From an optimization exercise on the open Yosys and OpenROAD flow, aimed at small area; shortcuts taken in it are not production practice. The RTL was checked by simulation tests, not by an equivalence proof against the original design. No driver is modelled on the clock port, so clock power and skew are understated where the tree is cut down; a real chip needs a root buffer or a tree. Power figures rest on the tool's default switching activity, not on a simulated workload.

== lane 1 ==
## axi_stream_router
module axi_stream_router (
    input  logic         clk,
    input  logic         rst,
    input  logic         s_tvalid,
    input  logic [21:0]  s_tdata,
    output logic         s_tready,
    input  logic         config_tvalid,
    input  logic [23:0]  config_tdata,
    output logic         config_tready,
    output logic         m0_tvalid,
    output logic [21:0]  m0_tdata,
    input  logic         m0_tready,
    output logic         m1_tvalid,
    output logic [21:0]  m1_tdata,
    input  logic         m1_tready,
    output logic         m2_tvalid,
    output logic [21:0]  m2_tdata,
    input  logic         m2_tready
);
    logic [2:0]  ph;
    logic [21:0] data;
    logic [7:0]  rem;
    logic [7:0]  cnt1, cnt2;
    assign s_tready      = ph[1];
    assign config_tready = ph[0] & ~ph[1];
    wire cap0 = ph[1] & ~ph[2] & s_tvalid & m0_tready;
    wire cap1 = ph[2] &  ph[0] & s_tvalid & m1_tready;
    wire cap2 = ph[1] & ~ph[0] & s_tvalid & m2_tready;
    wire cap  = cap0 | cap1 | cap2;
    wire zero = (rem == 8'd0);
    wire fin0 = zero & m0_tvalid & m0_tready & ~ph[2];
    wire fin1 = zero & m1_tvalid & m1_tready &  ph[0];
    wire fin2 = zero & m2_tvalid & m2_tready &  ph[1];
    wire fin  = fin0 | fin1 | fin2;
    always_ff @(posedge clk or posedge rst) begin
        if (rst) begin
            ph        <= 3'b000;
            m0_tvalid <= 1'b0;
            m1_tvalid <= 1'b0;
            m2_tvalid <= 1'b0;
        end else begin
            ph[0]     <= ph[0] ? ~fin1 : ~ph[2];
            ph[1]     <= ph[1] ? ~fin2 : (ph[0] & config_tvalid);
            ph[2]     <= ph[2] ? ph[1] : fin0;
            m0_tvalid <= cap0;
            m1_tvalid <= cap1;
  ...
Size in the first run: ~150 cells after synthesis, about 52 flip-flops, roughly 0.0019 mm² of cells after synthesis.
export LEC_CHECK = 0
export CAP_MARGIN = 20
export CORE_AREA = 3 3 77 77
export DIE_AREA = 0 0 80 80
export PLACE_DENSITY = 0.9
export SLEW_MARGIN = 20
create_clock -name core_clock -period 4.0 [get_ports {clk}]
standard.sh (not shown) runs the stock make flow with config.mk's settings and CLKGATE_MAP_FILE= SYNTH_SCRIPT=/design/flow/synth_recipe.tcl, a recipe that flattens the netlist after the stock synthesis.
==> flow/flow/run.sh <==
#!/bin/bash
# Standard ORFS layout with three changes:
#  - synthesis maps the logic with an area-oriented ABC script with mfs3 area recovery (flow/abc_area.script)
#    instead of ORFS's speed script; everything else in synthesis is the standard flow's own script;
#  - the port buffers use the smallest buffer cell;
#  - the clock tree is 4 buffers, one per group of registers, each sized up from buf_4
#    until its estimated slew is low enough (flow/cts_pre.tcl).
# Each tool's output goes to a log of its own in this folder (make_finish.log holds the
# make run; ORFS keeps per-step logs under orfs/logs/).
set -euo pipefail
WD=$(pwd)
cat > "$WD/synth_area.tcl" <<TCL
puts "synth_area.tcl: mapping with $WD/flow/abc_area.script"
proc abc {args} {
  set i [lsearch -exact \$args -script]
  if {\$i >= 0} { set args [lreplace \$args \$i [expr {\$i + 1}] -script $WD/flow/abc_area.script] }
  yosys abc {*}\$args
}
source $WD/synth_recipe.tcl
TCL
export CLK_BUF_CELL=sky130_fd_sc_hd__buf_4
export CLK_BUF_GROUPS=4
export CLK_SLEW_EST_NS=0.120
bash standard.sh \
  "SYNTH_SCRIPT=$WD/synth_area.tcl" \
  "BUFFER_PORTS_ARGS=-buffer_cell sky130_fd_sc_hd__buf_1" \
  "PRE_CTS_TCL=$WD/flow/cts_pre.tcl" \
  finish > make_finish.log 2>&1
==> flow/flow/abc_area.script <==
&get -n
&st
&dch
&nf -a -R 1000
&put
mfs3 -a
topo
==> flow/flow/cts_pre.tcl <==
# Clock tree: the registers' clock pins are split into CLK_BUF_GROUPS groups of equal size by
# position (k-means), and each group gets one clock buffer at its centre, driven by the clock port.
# This replaces TritonCTS, which builds a root and four leaf buffers for this small design.
set cts_block [ord::get_db_block]
set cts_dbu [$cts_block getDbUnitsPerMicron]
set cts_net [$cts_block findNet clk]
set cts_k $::env(CLK_BUF_GROUPS)
set pins {}
foreach it [$cts_net getITerms] {
  set inst [$it getInst]
  set box [$inst getBBox]
  lappend pins [list "[$inst getName]/[[$it getMTerm] getName]" \
    [expr { ([$box xMin] + [$box xMax]) / 2.0 / $cts_dbu }] \
    [expr { ([$box yMin] + [$box yMax]) / 2.0 / $cts_dbu }]]
}
set pins [lsort -real -index 1 $pins]
set n [llength $pins]
# start from k slices along x
set cents {}
for { set c 0 } { $c < $cts_k } { incr c } {
  set p [lindex $pins [expr { int(($c + 0.5) * $n / $cts_k) }]]
  lappend cents [list [lindex $p 1] [lindex $p 2]]
}
# k-means with equal group sizes: each round assigns the closest pin-centre pairs first, with
# at most ceil(n / k) pins per group, then moves each centre to the mean of its group.
set cap [expr { ($n + $cts_k - 1) / $cts_k }]
for { set iter 0 } { $iter < 30 } { incr iter } {
  set pairs {}
  for { set i 0 } { $i < $n } { incr i } {
    set p [lindex $pins $i]
    for { set c 0 } { $c < $cts_k } { incr c } {
      set dx [expr { [lindex $p 1] - [lindex $cents $c 0] }]
      set dy [expr { [lindex $p 2] - [lindex $cents $c 1] }]
      lappend pairs [list [expr { $dx * $dx + $dy * $dy }] $i $c]
    }
  }
  set pairs [lsort -real -index 0 $pairs]
  set taken [lrepeat $n 0]
  set sizes [lrepeat $cts_k 0]
  set groups [lrepeat $cts_k {}]
  foreach pr $pairs {
    lassign $pr d i c
    if { [lindex $taken $i] || [lindex $sizes $c] >= $cap } { continue }
    lset taken $i 1
    lset sizes $c [expr { [lindex $sizes $c] + 1 }]
    lset groups $c [concat [lindex $groups $c] [list [lindex $pins $i]]]
  }
  set cents {}
  foreach g $groups {
    set sx 0.0; set sy 0.0
    foreach p $g { set sx [expr { $sx + [lindex $p 1] }]; set sy [expr { $sy + [lindex $p 2] }] }
    set m [expr { max(1, [llength $g]) }]
    lappend cents [list [expr { $sx / $m }] [expr { $sy / $m }]]
  }
}
set c 0
foreach g $groups cent $cents {
  if { [llength $g] == 0 } { continue }
  set loads {}
  foreach p $g { lappend loads [get_pins [lindex $p 0]] }
  puts "cts_pre: group $c, [llength $g] clock pins, $::env(CLK_BUF_CELL) at $cent"
  insert_buffer -buffer_cell $::env(CLK_BUF_CELL) -net clk -load_pins $loads -location $cent \
    -buffer_name clkbuf_leaf_$c -net_name clk_leaf_$c
  incr c
}
# Size each clock buffer up until the placement estimate of the slew at its registers' clock
# pins is at most CLK_SLEW_EST_NS (the estimate reads about 15 ps above the signed-off slew).
set_propagated_clock [all_clocks]
set cts_sizes {sky130_fd_sc_hd__buf_4 sky130_fd_sc_hd__buf_6 sky130_fd_sc_hd__clkbuf_8 sky130_fd_sc_hd__clkbuf_16}
proc cts_worst_slew { inst } {
  set w 0.0
  set net [get_nets -of_objects [get_pins [get_full_name $inst]/X]]
  foreach p [get_pins -of_objects $net -filter "direction == input"] {
    set s [get_property $p slew_max]
    if { $s > $w } { set w $s }
  }
  return $w
}
estimate_parasitics -placement
foreach inst [get_cells clkbuf_leaf_*] {
  set i [lsearch -exact $cts_sizes [get_property $inst ref_name]]
  while { [set w [cts_worst_slew $inst]] > $::env(CLK_SLEW_EST_NS) && $i >= 0 && $i < [llength $cts_sizes] - 1 } {
    incr i
    puts "cts_pre: [get_full_name $inst] estimated slew $w ns, now [lindex $cts_sizes $i]"
    replace_cell $inst [lindex $cts_sizes $i]
    estimate_parasitics -placement
  }
  puts "cts_pre: [get_full_name $inst] [get_property $inst ref_name], estimated slew [cts_worst_slew $inst] ns"
}
rename clock_tree_synthesis tritoncts_clock_tree_synthesis
proc clock_tree_synthesis { args } {
  puts "clock_tree_synthesis replaced by the clock buffers above"
  set_propagated_clock [all_clocks]
}
Lane 1 did not stop at any stage, and its layout met the timing, DRC and antenna checks.
Changes in lane 2 relative to lane 1:
--- a/flow/flow/run.sh
+++ b/flow/flow/run.sh
@@ -23 +23 @@
-export CLK_SLEW_EST_NS=0.120
+export CLK_SLEW_EST_NS=0.125
Findings:
From lane 1 to lane 2 the numbers moved as follows: critical path depth ~0 delta, relative contribution of the clock network to total power ~0 delta, global-route wire length before repair ~0 delta. Result for lane 2 and lane 1: all clean. Summary of lane 2 over lane 1: routed wire length ~0 delta, post-layout minimum cycle time ~0 delta, sequential cell count ~0 delta.
Here is what was changed in the inputs of lane 3 compared with lane 2.
--- a/flow/flow/run.sh
+++ b/flow/flow/run.sh
@@ -6 +6 @@
-#  - the clock tree is 4 buffers, one per group of registers, each sized up from buf_4
+#  - the clock tree is 3 buffers, one per group of registers, each sized up from buf_6
@@ -21,3 +21,3 @@
-export CLK_BUF_CELL=sky130_fd_sc_hd__buf_4
-export CLK_BUF_GROUPS=4
-export CLK_SLEW_EST_NS=0.125
+export CLK_BUF_CELL=sky130_fd_sc_hd__buf_6
+export CLK_BUF_GROUPS=3
+export CLK_SLEW_EST_NS=0.118
Results
- Lane 3 ended with every stage complete and zero timing, DRC or antenna violations.
- Post-synthesis to final-layout area growth of lane 3 is on par with lane 2.
- STATUS wire length: lane 3 wins against lane 2
- Lane 2 → lane 3: maximum frequency now sits lower, part of the total power dissipated in the clock network lost 0.8 points, synthesized instance count level, die area held.
- Lane 2 and lane 3 ended up with nearly the same register fraction of the total cell area.
- Looking at lane 2 and lane 3, the finished layout cell area is a wash.
- In terms of area taken by flip-flops and latches, lane 3 and lane 2 differ only marginally.
- Comparing lane 3 with lane 2, the clock transition at the registers of the reported paths came out essentially unchanged.
Relative to lane 3, the following input files were edited for lane 4:
--- a/flow/flow/run.sh
+++ b/flow/flow/run.sh
@@ -6,2 +6 @@
-#  - the clock tree is 3 buffers, one per group of registers, each sized up from buf_6
-#    until its estimated slew is low enough (flow/cts_pre.tcl).
+#  - the clock tree is 4 buf_4, one per group of registers (flow/cts_pre.tcl).
@@ -21,3 +20,2 @@
-export CLK_BUF_CELL=sky130_fd_sc_hd__buf_6
-export CLK_BUF_GROUPS=3
-export CLK_SLEW_EST_NS=0.118
+export CLK_BUF_CELL=sky130_fd_sc_hd__buf_4
+export CLK_BUF_GROUPS=4
--- a/flow/flow/cts_pre.tcl
+++ b/flow/flow/cts_pre.tcl
@@ -66,24 +65,0 @@
-# Size each clock buffer up until the placement estimate of the slew at its registers' clock
-# pins is at most CLK_SLEW_EST_NS (the estimate reads about 15 ps above the signed-off slew).
-set_propagated_clock [all_clocks]
-set cts_sizes {sky130_fd_sc_hd__buf_4 sky130_fd_sc_hd__buf_6 sky130_fd_sc_hd__clkbuf_8 sky130_fd_sc_hd__clkbuf_16}
-proc cts_worst_slew { inst } {
-  set w 0.0
-  set net [get_nets -of_objects [get_pins [get_full_name $inst]/X]]
-  foreach p [get_pins -of_objects $net -filter "direction == input"] {
-    set s [get_property $p slew_max]
-    if { $s > $w } { set w $s }
-  }
-  return $w
-}
-estimate_parasitics -placement
-foreach inst [get_cells clkbuf_leaf_*] {
-  set i [lsearch -exact $cts_sizes [get_property $inst ref_name]]
-  while { [set w [cts_worst_slew $inst]] > $::env(CLK_SLEW_EST_NS) && $i >= 0 && $i < [llength $cts_sizes] - 1 } {
-    incr i
-    puts "cts_pre: [get_full_name $inst] estimated slew $w ns, now [lindex $cts_sizes $i]"
-    replace_cell $inst [lindex $cts_sizes $i]
-    estimate_parasitics -placement
-  }
-  puts "cts_pre: [get_full_name $inst] [get_property $inst ref_name], estimated slew [cts_worst_slew $inst] ns"
-}
==> run summary <==
- Via count of the first global-routing pass for lane 4: 1.1% up relative to lane 3
- The setup slack of lane 4 is larger than that of lane 3.
- On global-route usage over all layers: between lane 3 and lane 4, it ends up higher for lane 4.
- Between lane 4 and lane 3, the via count figures differ only marginally.
- From lane 4 to lane 3, placed cell area did not move at all.
- [diff] maximum frequency, lane 4 relative to lane 3: improvement
- Floorplan core area came out exactly the same in lane 3 and lane 4.
- Lane 4 vs lane 3 — met2 track demand over resource dropped 0.17 points.
- Lane 3 and lane 4 ended up with nearly the same proportion of power drawn by combinational gates.
Here is what was changed in the inputs of lane 5 compared with lane 4.
--- a/flow/flow/run.sh
+++ b/flow/flow/run.sh
@@ -3 +3 @@
-#  - synthesis maps the logic with an area-oriented ABC script with mfs3 area recovery (flow/abc_area.script)
+#  - synthesis maps the logic with an area-oriented ABC script (flow/abc_area.script)
==> flow/flow/abc_area.script <==
&get -n
&st
&dch
&nf -a -R 1000
&put
--- a/flow/flow/cts_pre.tcl
+++ b/flow/flow/cts_pre.tcl
@@ -1,2 +1,2 @@
-# Clock tree: the registers' clock pins are split into CLK_BUF_GROUPS groups of equal size by
-# position (k-means), and each group gets one clock buffer at its centre, driven by the clock port.
+# Clock tree: the registers' clock pins are split into CLK_BUF_GROUPS groups by position
+# (k-means), and each group gets one clock buffer at its centre, driven by the clock port.
@@ -24,7 +24,6 @@
-# k-means with equal group sizes: each round assigns the closest pin-centre pairs first, with
-# at most ceil(n / k) pins per group, then moves each centre to the mean of its group.
-set cap [expr { ($n + $cts_k - 1) / $cts_k }]
-for { set iter 0 } { $iter < 30 } { incr iter } {
-  set pairs {}
-  for { set i 0 } { $i < $n } { incr i } {
-    set p [lindex $pins $i]
+for { set iter 0 } { $iter < 50 } { incr iter } {
+  set groups {}
+  for { set c 0 } { $c < $cts_k } { incr c } { lappend groups {} }
+  foreach p $pins {
+    set best 0
+    set bd 1e30
@@ -34 +33,2 @@
-      lappend pairs [list [expr { $dx * $dx + $dy * $dy }] $i $c]
+      set d [expr { $dx * $dx + $dy * $dy }]
+      if { $d < $bd } { set bd $d; set best $c }
@@ -36,11 +36 @@
-  }
-  set pairs [lsort -real -index 0 $pairs]
-  set taken [lrepeat $n 0]
-  set sizes [lrepeat $cts_k 0]
-  set groups [lrepeat $cts_k {}]
-  foreach pr $pairs {
-    lassign $pr d i c
-    if { [lindex $taken $i] || [lindex $sizes $c] >= $cap } { continue }
-    lset taken $i 1
-    lset sizes $c [expr { [lindex $sizes $c] + 1 }]
-    lset groups $c [concat [lindex $groups $c] [list [lindex $pins $i]]]
+    lset groups $best [concat [lindex $groups $best] [list $p]]
Notes after the runs:
- Taking lane 4 as the reference point, the power of lane 5 falls by 0.011 mW.
- Lane 5 vs lane 4 on ratio of final minimum period to clock period: lane 5 is the lower one.
- Lane 5 vs. lane 4: post-layout minimum cycle time went down by 0.042 ns.
- When lane 5 is measured against lane 4, its part of the total power dissipated in the clock network turns out 0.7 points lower.
- In the reports for lane 5 and lane 4, the smaller worst clock skew belongs to lane 4.
- Going from lane 4 to lane 5, the synthesized cell count was found to have gone down by about 0.65%.
- Lane 5 vs lane 4, cell with the largest stage delay on the worst path: sky130_fd_sc_hd__or4_1 vs sky130_fd_sc_hd__or3_1
- For area of all placed cells without fillers, lane 4 and lane 5 come out practically identical.
- Looking at switching share of power across lane 5 and lane 4, the one that comes out higher is lane 4.
In every run of this note, the design's own scripts or RTL, not TritonCTS, make the clock network.

port drivers added, routing unchanged:
No port has a modelled driver above. Below, the same layouts with a new extraction and two added sets of constraints.
Step 1: set_driving_cell puts a clkbuf_16 on clk and a buf_2 on each other input, an assumption about the parent block.
Step 2 adds t to the input delays and takes it off the output delays; t is the mean of the earliest and latest rising clock arrival at the registers after step 1. Input paths then give back, and output paths get back, about the clock's delay inside the block.
Slacks: no drivers / after step 1 / after step 2; pairs: no drivers / after step 1.
run | t (ns) | setup WS [ns] | latest minus earliest clock arrival (ns) | worst slew at a driven data input, ns | cell pins on the clock port's net
lane 1 | 0.189 | 1.412 / 1.439 / 1.250 | 0.031 / 0.031 | 0.05 | 4
lane 2 | 0.189 | 1.412 / 1.439 / 1.250 | 0.031 / 0.031 | 0.05 | 4
lane 3 | 0.192 | 1.401 / 1.425 / 1.233 | 0.028 / 0.028 | 0.05 | 3
lane 4 | 0.200 | 1.413 / 1.435 / 1.236 | 0.011 / 0.011 | 0.05 | 4
lane 5 | 0.192 | 1.455 / 1.455 / 1.327 | 0.020 / 0.020 | 0.05 | 4
After both steps every run listed still meets setup and hold. The setup slack of lane 4, which loses most, moves by +0.022 ns with the drivers and by -0.177 ns with both steps.
